Context: an optimization exercise on an open-source flow, tuned for small area and a short achievable clock period. The choices shown serve that exercise and are no tape-out recipe. In this exercise RTL edits were held to simulation tests only and were not proved equivalent to the original. Power figures rest on the tool's default switching activity, not on a simulated workload.

run A:
==> flow/design.v (excerpt) <==
module ahb_bus_matrix
(
  input HBUSREQx0,
  input HBUSREQx1,
  input HBUSREQx2,
  input HBUSREQx3,
  input HLOCKx0,
  input HLOCKx1,
  input HLOCKx2,
  input HLOCKx3,
  input [1:0] HTRANSx0,
  input [1:0] HTRANSx1,
  input [1:0] HTRANSx2,
  input [1:0] HTRANSx3,
  input [31:0] HADDRx0,
  input [31:0] HADDRx1,
  input [31:0] HADDRx2,
  input [31:0] HADDRx3,
  input HWRITEx0,
  input HWRITEx1,
  input HWRITEx2,
  input HWRITEx3,
  input [2:0] HSIZEx0,
  input [2:0] HSIZEx1,
  input [2:0] HSIZEx2,
  input [2:0] HSIZEx3,
  input [2:0] HBURSTx0,
  input [2:0] HBURSTx1,
  input [2:0] HBURSTx2,
  input [2:0] HBURSTx3,
  input [31:0] HWDATAx0,
  input [31:0] HWDATAx1,
  input [31:0] HWDATAx2,
  input [31:0] HWDATAx3,
  input HREADYx0,
  input HREADYx1,
  input HREADYx2,
  input HREADYx3,
  input HREADYx4,
  input HREADYx5,
  input HREADYx6,
  input [1:0] HRESPx0,
  input [1:0] HRESPx1,
  input [1:0] HRESPx2,
  input [1:0] HRESPx3,
  input [1:0] HRESPx4,
  input [1:0] HRESPx5,
  input [1:0] HRESPx6,
  input [31:0] HRDATAx0,
  input [31:0] HRDATAx1,
  input [31:0] HRDATAx2,
  input [31:0] HRDATAx3,
  input [31:0] HRDATAx4,
  input [31:0] HRDATAx5,
  input [31:0] HRDATAx6, 
  input [3:0] HSPLITx0,
  input [3:0] HSPLITx1,
  input [3:0] HSPLITx2,
  input [3:0] HSPLITx3,
  input [3:0] HSPLITx4,
  input [3:0] HSPLITx5,
  input [3:0] HSPLITx6,
  output HGRANTx0,
  output HGRANTx1,
  output HGRANTx2,
  output HGRANTx3,
  output HSELx0,
  output HSELx1,
  output HSELx2,
  output HSELx3,
  output HSELx4,
  output HSELx5,
  output HSELx6,
  input HRESETn,
  input HCLK,
  output [1:0] HTRANS,
  output [31:0] HADDR,
  output HWRITE,
  output [2:0] HSIZE,
  output [2:0] HBURST,
  output [31:0] HWDATA,
  output HREADY,
  output [1:0] HRESP,
  output [31:0] HRDATA,
  output [3:0] HMASTER,
  output HMASTLOCK
);
Size in the first run: roughly 520 cells after synthesis, ~28 flip-flops, roughly 700 I/O pins, ~0.0047 sq mm of cells after synthesis.
clock: 4.0 ns
lec_check: 0
cap_margin: 20
core_area: 4 4 156 156
die_area: 0 0 160 160
setup_slack_margin: 1.4
slew_margin: 20
tns_end_percent: 10
standard.sh (not shown) runs the stock make flow with config.mk's settings and CLKGATE_MAP_FILE= SYNTH_SCRIPT=/design/flow/synth_recipe.tcl, a recipe that flattens the netlist after the stock synthesis.
==> flow/flow/run.sh <==
#!/bin/bash
# Standard ORFS layout, with:
# - the port buffers made from the smallest buffer cell,
# - I/O pins on met3 (left/right) and met2 or met4 (top/bottom),
# - the pins of each multiplexed output bit kept together.
set -euo pipefail
export BUFFER_PORTS_ARGS="-buffer_cell sky130_fd_sc_hd__buf_1"
export IO_PLACER_H="met3"
export IO_PLACER_V="met2 met4"
export PLACE_PINS_ARGS="$(cat flow/pin_groups.txt)"
bash standard.sh > flow_make.log 2>&1
Other scripts of this flow, unchanged in this note and not shown: flow/flow/pin_groups.txt
No stage failed in run A, and the final checks on the layout all came back clean.
> inputs changed (run A -> run B)
- a deleted TNS_END_PERCENT that had been 10
- a change of SETUP_SLACK_MARGIN from 1.4 to 1.6
--- a/flow/flow/run.sh
+++ b/flow/flow/run.sh
@@ -9,3 +9,3 @@
 export IO_PLACER_V="met2 met4"
 export PLACE_PINS_ARGS="$(cat flow/pin_groups.txt)"
-bash standard.sh > flow_make.log 2>&1
+bash standard.sh SETUP_MOVE_SEQUENCE=unbuffer,swap,split,buffer,sizeup finish > flow_make.log 2>&1
--- outcome ---
- Hold slack: run B vs run A down 0.093 ns
- Run B ended up with sky130_fd_sc_hd__dfrtp_2 as its slowest stage cell on the critical path; run A ended up with sky130_fd_sc_hd__o31ai_1.
- Run A -> run B: required time of the critical path flat
- For the via count of the first global-routing pass, run B came in 462 higher than run A did.
The inputs of run C differ from those of run B as listed below.
- a change of SETUP_SLACK_MARGIN from 1.6 to 1.4
==> flow/flow/run.sh <==
#!/bin/bash
# Standard ORFS layout, with:
# - the port buffers made from the smallest buffer cell,
# - I/O pins on met3 (left/right) and met2 or met4 (top/bottom),
# - the pins of each multiplexed output bit kept together,
# - synthesis as standard except for the ABC script (flow/synth.tcl).
set -euo pipefail
export BUFFER_PORTS_ARGS="-buffer_cell sky130_fd_sc_hd__buf_1"
export IO_PLACER_H="met3"
export IO_PLACER_V="met2 met4"

bash standard.sh "SYNTH_SCRIPT=$PWD/flow/synth.tcl" finish > flow_make.log 2>&1
==> flow/flow/synth.tcl (new file) <==
# The standard synthesis (synth_recipe.tcl), except that ABC maps the logic with
# Yosys's own ABC script instead of ORFS's speed script. Registers are mapped
# before ABC runs, so they are the standard synthesis's.
proc synth {args} { yosys synth -nofsm -noshare {*}$args }
proc abc {args} {
  set out {}
  set skip 0
  foreach a $args {
    if {$skip} { set skip 0; continue }
    if {$a eq "-script"} { set skip 1; continue }
    lappend out $a
  }
  yosys abc {*}$out
}
source $::env(SCRIPTS_DIR)/synth.tcl
# left out here: clear keep_hierarchy, flatten, clean up, hide names made inside functions, write 1_2_yosys.v
==> results.txt <==
- Run C ran to completion and came out clean on the timing, design-rule and antenna checks.
- Of the two values seen for startpoint of the most critical setup path, ss_x[5] was produced by run B and HRDATAx2[2] by run C.
- Hold slack delta (run B -> run C): insignificant
- Taking run B as the reference, in run C post-layout worst setup margin went down 0.11 ns, combinational cell power went down 5.5%.
- [compare] base=run B new=run C: portion of total power attributed to the clock network went down by 0.8 points, final area dropped 0.0013 sq mm, count of clock-buffer cells in the layout went up, routed wirelength normalized by instance count now larger.
- [run C] gate count after technology mapping rose 131 relative to run B
- | combinational fraction of design power | run C vs run B | 0.9 points lower |
- The first-pass GRT wire length reported for run C is greater than that of run B by 32%.
- When the final numbers for run B and run C were put side by side, the final cell count turned out to be greater in run C.

separate check: timing with driven ports:
In the flow no input, the clock included, has a driving cell. The finished layouts below were timed again as built, in two steps.
Step 1 sets driving cells, clkbuf_16 on the clock port and buf_2 on the other inputs (assumed; they add their load-dependent delay and slew).
Step 2 times the ports against the registers' clock, not the clock port: input delays grow and output delays shrink by t, the midpoint of the rising clock arrivals with the driver on.
Three values: ideal ports, drivers, drivers and shift; two values: the first two.
run	shift t [ns]	setup WS [ns]	worst setup path after step 2
run A	0.304	1.361 / 1.319 / 1.319	input to output
run B	0.323	1.464 / 1.415 / 1.201	input to register
run C	0.309	1.350 / 1.304 / 1.163	input to register
After both steps setup and hold are still met in every run listed. The setup slack of run B, which loses most, moves by -0.049 ns with the drivers and by -0.263 ns with both steps.
